Context: an optimization exercise on an open-source flow, tuned for small area, a short achievable clock period and few clock cycles per item. The choices shown serve that exercise and are no tape-out recipe. Function was not checked in any run shown here: the RTL went through the layout flow alone.

==> flow/design.v (outline; a module is shown in full before it is edited, if it fits) <==
// module nr_div: 1483 lines
module nr_div (
    input rstn,
    input clk,
    input [23:0] d,
    input in_valid,
    output reg in_ready,
    output reg [23:0] out,
    output reg out_valid,
    input out_ready
);
  // ...
==> flow/run.sh <==
#!/bin/bash
# synth_recipe.tcl (not shown) runs the flow's synth.tcl, then flattens the netlist and writes it again
# the make line also repeats each setting of config.mk as NAME=value (left out here)
make -C /OpenROAD-flow-scripts/flow DESIGN_CONFIG=/design/flow/config.mk WORK_HOME=/design/flow/orfs CLKGATE_MAP_FILE= SYNTH_SCRIPT=/design/flow/synth_recipe.tcl finish
==> flow/config.mk <==
export PLATFORM = sky130hd
export DESIGN_NAME = nr_div
export DESIGN_NICKNAME = nr_div
export VERILOG_FILES = /design/flow/design.v
export SDC_FILE = /design/flow/constraint.sdc
export NUM_CORES = 4
export LEC_CHECK = 0
export CAP_MARGIN = 20
export CORE_MARGIN = 2
export CORE_UTILIZATION = 40
export SETUP_SLACK_MARGIN = 3
export SLEW_MARGIN = 20
==> flow/constraint.sdc <==
create_clock -name core_clock -period 8.0 [get_ports {clk}]
set_input_delay 1.6000 -clock core_clock [delete_from_list [all_inputs] [get_ports {clk}]]
set_output_delay 1.6000 -clock core_clock [all_outputs]
set_load 0.01 [all_outputs]
==> run summary, run 1 <==
- Run status: complete, no violations
- In the final design, more cell area goes to multi-input gates than to any other class.
- Complex-gate fraction of the synthesized area: 4.93%
- Data on the critical path is required at its endpoint by 8400 ps.
- The placed instances occupy a cell area of 46,000 µm².
- The largest individual stage delay along the critical path comes from the cell sky130_fd_sc_hd__fa_1.
- First-pass iteration count of the detailed router: 5
- Hold-fix buffer count after cts: 0
- Clock Network Area Fraction: 3.66%
- The layout contains a multi-input combinational cell count of 2,641.
- Arrival time at the worst endpoint: 5610 ps
* Area enclosed by the die boundary: 112,000 µm²
* Kind of end point of the critical path: flop
* Clock Buffer Count: 72
* Vias per Instance: 4.86
- Cell types with the highest counts after synthesis: 831 x sky130_fd_sc_hd__inv_1, 526 x sky130_fd_sc_hd__fa_1, 490 x sky130_fd_sc_hd__edfxtp_1
- Relative to the synthesized area, the layout overhead comes to 13.9%.
* Crit path to: z6[12]$_DFFE_PP_
* Most used flip-flop cell after synthesis: sky130_fd_sc_hd__edfxtp_1
- Leading cell types in the layout, fill and taps excluded: 820 x sky130_fd_sc_hd__inv_1, 523 x sky130_fd_sc_hd__fa_1, 490 x sky130_fd_sc_hd__edfxtp_1, 466 x sky130_fd_sc_hd__nand2_1, 405 x sky130_fd_sc_hd__and2_1
* DRT Wirelength: 94,800 µm
- The clock reaches the later pin of the worst-skew pair after 660 ps.
- The first global-routing pass estimated 153,000 µm of wire.
- At the placement stage, the worst setup path has a slack of 2330 ps.
* FF/Latch Area: 15,500 µm²
- Via count of the routed design: 28,000
* Largest net degree at the start of global routing: 164
* Worst setup path start: ea5h[0]$_DFFE_PP_
- Worst Clk Skew: 80.0 ps
* Fraction of the yosys area taken by sequential cells: 35.4%
- CTS built an H-tree with a depth of 2.
* DIE WIDTH: 335 µm
* Stage delay of the slowest cell on the critical path: 540 ps
- Of the cells placed in the final design, the portion with a size suffix greater than 1 is 9.66%.
==> run 2, diff against run 1 <==
--- a/flow/config.mk
+++ b/flow/config.mk
@@ -8,5 +8,4 @@
 export CAP_MARGIN = 20
 export CORE_MARGIN = 2
 export CORE_UTILIZATION = 40
-export SETUP_SLACK_MARGIN = 3
 export SLEW_MARGIN = 20
==> run 2 against run 1 <==
Net effect:
- still clean
- clock skew down 2.7 ps
- synthesized area did not move
- core utilization fell by 1.9 points
- global-route usage decreased by 0.21 points
- count of clock-buffer cells in the layout fell by 8
- design area shrank 4.1%
- wire length fell by 2.8%
- synthesized cell count unchanged
- flip-flop and latch count unchanged
==> run summary, run 2 <==
- Run status: complete, no violations (unchanged)
* Filler Cells Inserted: 10,200 (was 10,100)
* Cells taking the most area after synthesis: sky130_fd_sc_hd__edfxtp_1 34%, sky130_fd_sc_hd__fa_1 24%, sky130_fd_sc_hd__ha_1 8.6% (unchanged)
- Average cell area after synthesis: 10.7 µm² (unchanged)
- Worst skew pair latency: 660 ps (about the same)
- The total number of nets in the final design came to 4,985 (was 5,157).
- The number of storage elements in the synthesis netlist came to 529 (unchanged).
- Crit path to: pa3[18]$_DFFE_PP_ (was z6[12]$_DFFE_PP_)
* Fraction of layout cells with a size suffix above 1: 3.59% (was 9.66%)
* Maximum frequency from static timing analysis: 166 MHz (was 192 MHz)
- Stage delay of the slowest cell on the critical path: 790 ps (was 540 ps)
- The biggest area consumer among synthesized cells was sky130_fd_sc_hd__edfxtp_1 (unchanged).
* Post-route DRC: 0 (unchanged)
- Startpoint of the worst register-to-register path: mp2[2]$_DFFE_PP_ (was ea5h[0]$_DFFE_PP_)
* FF/Latch Area: 15,500 µm² (unchanged)
- The count of buffer and inverter cells on the critical path came to 1 (was 7).
* TritonCTS Buffers: 57 (unchanged)
- The antenna diode count came to 0 (unchanged).
- The time the worst path needs with I/O delays and setup is 6010 ps (was 5200 ps).
- The category of the most critical setup path was reg2reg (unchanged).
- First-pass iteration count of the detailed router: 7 (was 5)
- The proportion of register bits with asynchronous set or reset after synthesis is 0% (unchanged).
* Via count of the first global-routing pass: 28,100 (was 28,600)
- The area used by multi-input combinational logic came to 24,900 µm² (was 25,700 µm²).
- The fraction of synthesized cell area taken by the top area cell type was 33.6% (unchanged).
* Kind of end point of the critical path: flop (unchanged)
* Post-place instance area: 45,900 µm² (was 46,000 µm²)
- Total negative slack: 0 ps (unchanged)
- Max stage delay cell, worst path: sky130_fd_sc_hd__edfxtp_1 (was sky130_fd_sc_hd__fa_1)
* CTS-repair resized insts: 0 (was 51)
- The worst clock skew was 77.3 ps (was 80.0 ps).
- The count of endpoints failing hold in the final timing report came to 0 (unchanged).
- The total stage count of the critical path was 16 (was 22).
* Root buffer cell: sky130_fd_sc_hd__clkbuf_16 (unchanged)
- Worst setup path start: mp2[2]$_DFFE_PP_ (was ea5h[0]$_DFFE_PP_)
- The area added between synthesis and finish is 9.27% (was 13.9%).
- Vias per Instance: 4.86 (about the same)
- Setup repair bufs after CTS: 0 (was 113)
- The most flop-heavy register is qa5 (unchanged).
- Crit path top cell by count: sky130_fd_sc_hd__fa_1 (unchanged)
* Largest buffer count on any clock path: 3 (unchanged)
* Global-route wire length before repair: 151,000 µm (was 153,000 µm)
* Overflow left after global routing: 0 (unchanged)
- The depth of the most critical reg-to-reg path came to 16 (was 22).
- The total via count in the routed design is 27,200 (was 28,000).
- The number of warnings issued by yosys came to 1 (unchanged).
- Critical-path maximum fanout: 17 (was 13)
- The worst min-delay path class was reg2reg (unchanged).
* Final cell count without fillers: 5,592 (was 5,763)
- Reg clk slew, reported paths: 60 ps (about the same)
* Chip height: 335 µm (unchanged)
* Placeable core region: 109,000 µm² (unchanged)
- The transition time of the tightest slew-check pin was 1040 ps (was 1050 ps).
- Count leader, synth: sky130_fd_sc_hd__inv_1 (unchanged)
- Number of flip-flops in the largest register: 25 (unchanged)
- The TritonCTS clock tree is built (unchanged).
* Series of cell instances along the critical path: nand2_1, fa_1, fa_1, inv_1, fa_1, fa_1, ha_1, nor2_1, a21oi_1, a311oi_1, o21bai_1, a21oi_1, o31ai_1, o41ai_1, o21ba_2, and2_1 (was buf_6, and2_4, fa_1, inv_1, fa_1, inv_1, fa_1, inv_1, fa_1, inv_2, ha_4, a21o_1, a21o_1, a211oi_2, o21ai_2, o211ai_1, a31oi_2, buf_4, o41ai_4, o21bai_1, buf_4, xor2_1)
* Cells after DPL: 5,484 (was 5,487)
- The number of cell rows is 121 (unchanged).
- Number of DRC violations after detailed-routing iteration 0: 1,562 (was 1,434)
- Unrepaired setup endpoints after global routing: false (was true).
- Data required, critical path: 8380 ps (was 8400 ps)
* DIE WIDTH: 335 µm (unchanged)
* Area enclosed by the die boundary: 112,000 µm² (unchanged)
- Max-cap violations: 0 (unchanged)
- The hold-fix buffer count after cts came to 0 (unchanged).
* Worst reg2reg setup slack: 1990 ps (was 2800 ps)
- Number of pins exceeding their max-slew limit in the final report: 0 (unchanged)
- H-tree depth: 2 (unchanged)
- The capture point of the worst reg-to-reg path was pa3[18]$_DFFE_PP_ (was z6[12]$_DFFE_PP_).
- The number of distinct library cell variants in the gate-level netlist after synthesis was 73 (unchanged).
- Rel. slew slack: 30.5% (was 29.8%)
* Final instance area: 47,900 µm² (was 49,900 µm²)
* Number of instances in the synthesized netlist: 4,095 (unchanged)
- The startpoint type of the worst setup path was a flop (unchanged).
- DRT Wirelength: 92,200 µm (was 94,800 µm)
* Cell types with the highest counts after synthesis: 831 x sky130_fd_sc_hd__inv_1, 526 x sky130_fd_sc_hd__fa_1, 490 x sky130_fd_sc_hd__edfxtp_1 (unchanged)
- Number of antenna-violating nets in the routed design: 0 (unchanged)
- The detail-routed net length per standard cell was 16.5 µm (about the same).
- Number of antenna violations at the first check in global routing: 0 (unchanged)
- The count of input and output buffers is 53 (unchanged).
- Total nets after synthesis: 4,951 (unchanged)
* Total clock sinks: 529 (unchanged)
* Leading cell types in the layout, fill and taps excluded: 830 x sky130_fd_sc_hd__inv_1, 526 x sky130_fd_sc_hd__fa_1, 490 x sky130_fd_sc_hd__edfxtp_1, 470 x sky130_fd_sc_hd__nand2_1, 414 x sky130_fd_sc_hd__and2_1 (was 820 x sky130_fd_sc_hd__inv_1, 523 x sky130_fd_sc_hd__fa_1, 490 x sky130_fd_sc_hd__edfxtp_1, 466 x sky130_fd_sc_hd__nand2_1, 405 x sky130_fd_sc_hd__and2_1)
* Cell family with the largest share of critical-path delay: adder cells (unchanged)
* Starting density of the core: 40.3% (unchanged)
- The cell area after synthesis is 43,800 µm² (unchanged).
- The number of I/O pins was 54 (unchanged).
- Final weighted congestion in routability-driven placement: 0.837 (was 0.822)
* Commonest non-fill, non-tap cell in the layout: sky130_fd_sc_hd__inv_1 (unchanged)
* Setup Viol. Count Final: 0 (unchanged)
* Crit share post-route: 75.1% (was 65.0%)
* Number of synthesized flops with an enable pin: 490 (unchanged)
- The largest net degree at the start of global routing came to 177 (was 164).
* Aggregate global-route resource usage: 16.9% (was 17.1%)
- The fraction of the yosys area taken by sequential cells is 35.4% (unchanged).
- DP Wirelength: 69,900 µm (was 69,700 µm)
- The dominant register cell in the synthesized netlist was sky130_fd_sc_hd__edfxtp_1 (unchanged).
- Arrival time at the worst endpoint: 6380 ps (was 5610 ps)
-- run 2: cell counts after synthesis --
No cell type changed its count.
-- run 2: cell families (layout without fill, tap and decap cells) --
| kind of cell | Yosys count | count (layout) | share of synthesized area, % |
|---|---|---|---|
| adders and majority gates | 828 | 828 | 32.7 |
| DFF | 529 | 529 | 35.4 |
| and+or+nand+nor | 1225 | 1225 | 13.9 |
| xor gates and xnor gates | 200 | 200 | 4.01 |
| muxes | 50 | 50 | 1.19 |
| buffers and inverters | 925 | 1008 | 7.94 |
| AOI/OAI and AO/OA | 338 | 338 | 4.93 |
-- run 2: cell type report --
type,count,area share [%]
flip-flops and latches,529,32.4
well taps,1414,3.69
clock buffers,64,3.08
inverters,832,6.52
multi-input cells,2641,51.9
clock inverters,44,1.01
repair buffers,68,1.40
-- run 2: how the worst min path moves through the flow --
stage,start,to,slack (ps),cells after the start
4_1_cts,mp2[9]$_DFFE_PP_,mp3[9]$_DFFE_PP_,410,0
3_5_place_dp,ex3[1]$_DFFE_PP_,ex4[1]$_DFFE_PP_,400,0
6_report,mp2[9]$_DFFE_PP_,mp3[9]$_DFFE_PP_,410,0
2_1_floorplan,ea4[6]$_DFFE_PP_,ea5h[0]$_DFFE_PP_,400,0
3_3_place_gp,mp2[12]$_DFFE_PP_,mp3[12]$_DFFE_PP_,400,0
5_1_grt,ex3[1]$_DFFE_PP_,ex4[1]$_DFFE_PP_,420,0
-- run 2: metrics by stage --
stage               util, %  hold WS [ps]  setup slack, ps
floorplan                 -           400              990
global placement       42.2           401             1950
detailed placement     42.2           405             1930
CTS                    44.0           407             1940
global route           44.0           420             1470
finish                 44.0           409             1990
-- run 2: per-layer routing --
metal | GRT usage (%) | part of all wire, % | routed length, µm | up-vias
met2 | 28.1 | 48 | 44400 | 387
met5 | 0 | 0 | 0 | -
li1 | - | - | - | 13000
met4 | 4.01 | 2.2 | 2030 | 0
met3 | 1.90 | 3.2 | 2960 | 108
met1 | 23.7 | 46 | 42800 | 13600

[port drivers added, routing unchanged]
How much do the figures lean on ideal ports? The routed layouts below were timed once more, with nothing changed but the port constraints. Step 1 sets driving cells, clkbuf_16 on the clock port and buf_2 on the other inputs (assumed; they add their load-dependent delay and slew). Step 2 moves the port delays by t, midway between the first and last clock arrival at a register: inputs arrive t later, outputs are due t later. That takes back most of the time a late clock gives input paths. Three values: ideal ports, drivers, drivers and shift; two values: the first two.
run	shift t [ns]	setup WS [ns]	hold slack, ns	clock arrival spread, ns	worst register clock-pin slew, ns
run 1	0.688	2.797 / 2.797 / 2.797	0.415 / 0.415 / 0.415	0.085 / 0.086	0.07 / 0.07
run 2	0.695	1.992 / 1.992 / 1.992	0.409 / 0.409 / 0.409	0.082 / 0.082	0.07 / 0.07
After both steps every run listed still meets setup and hold.
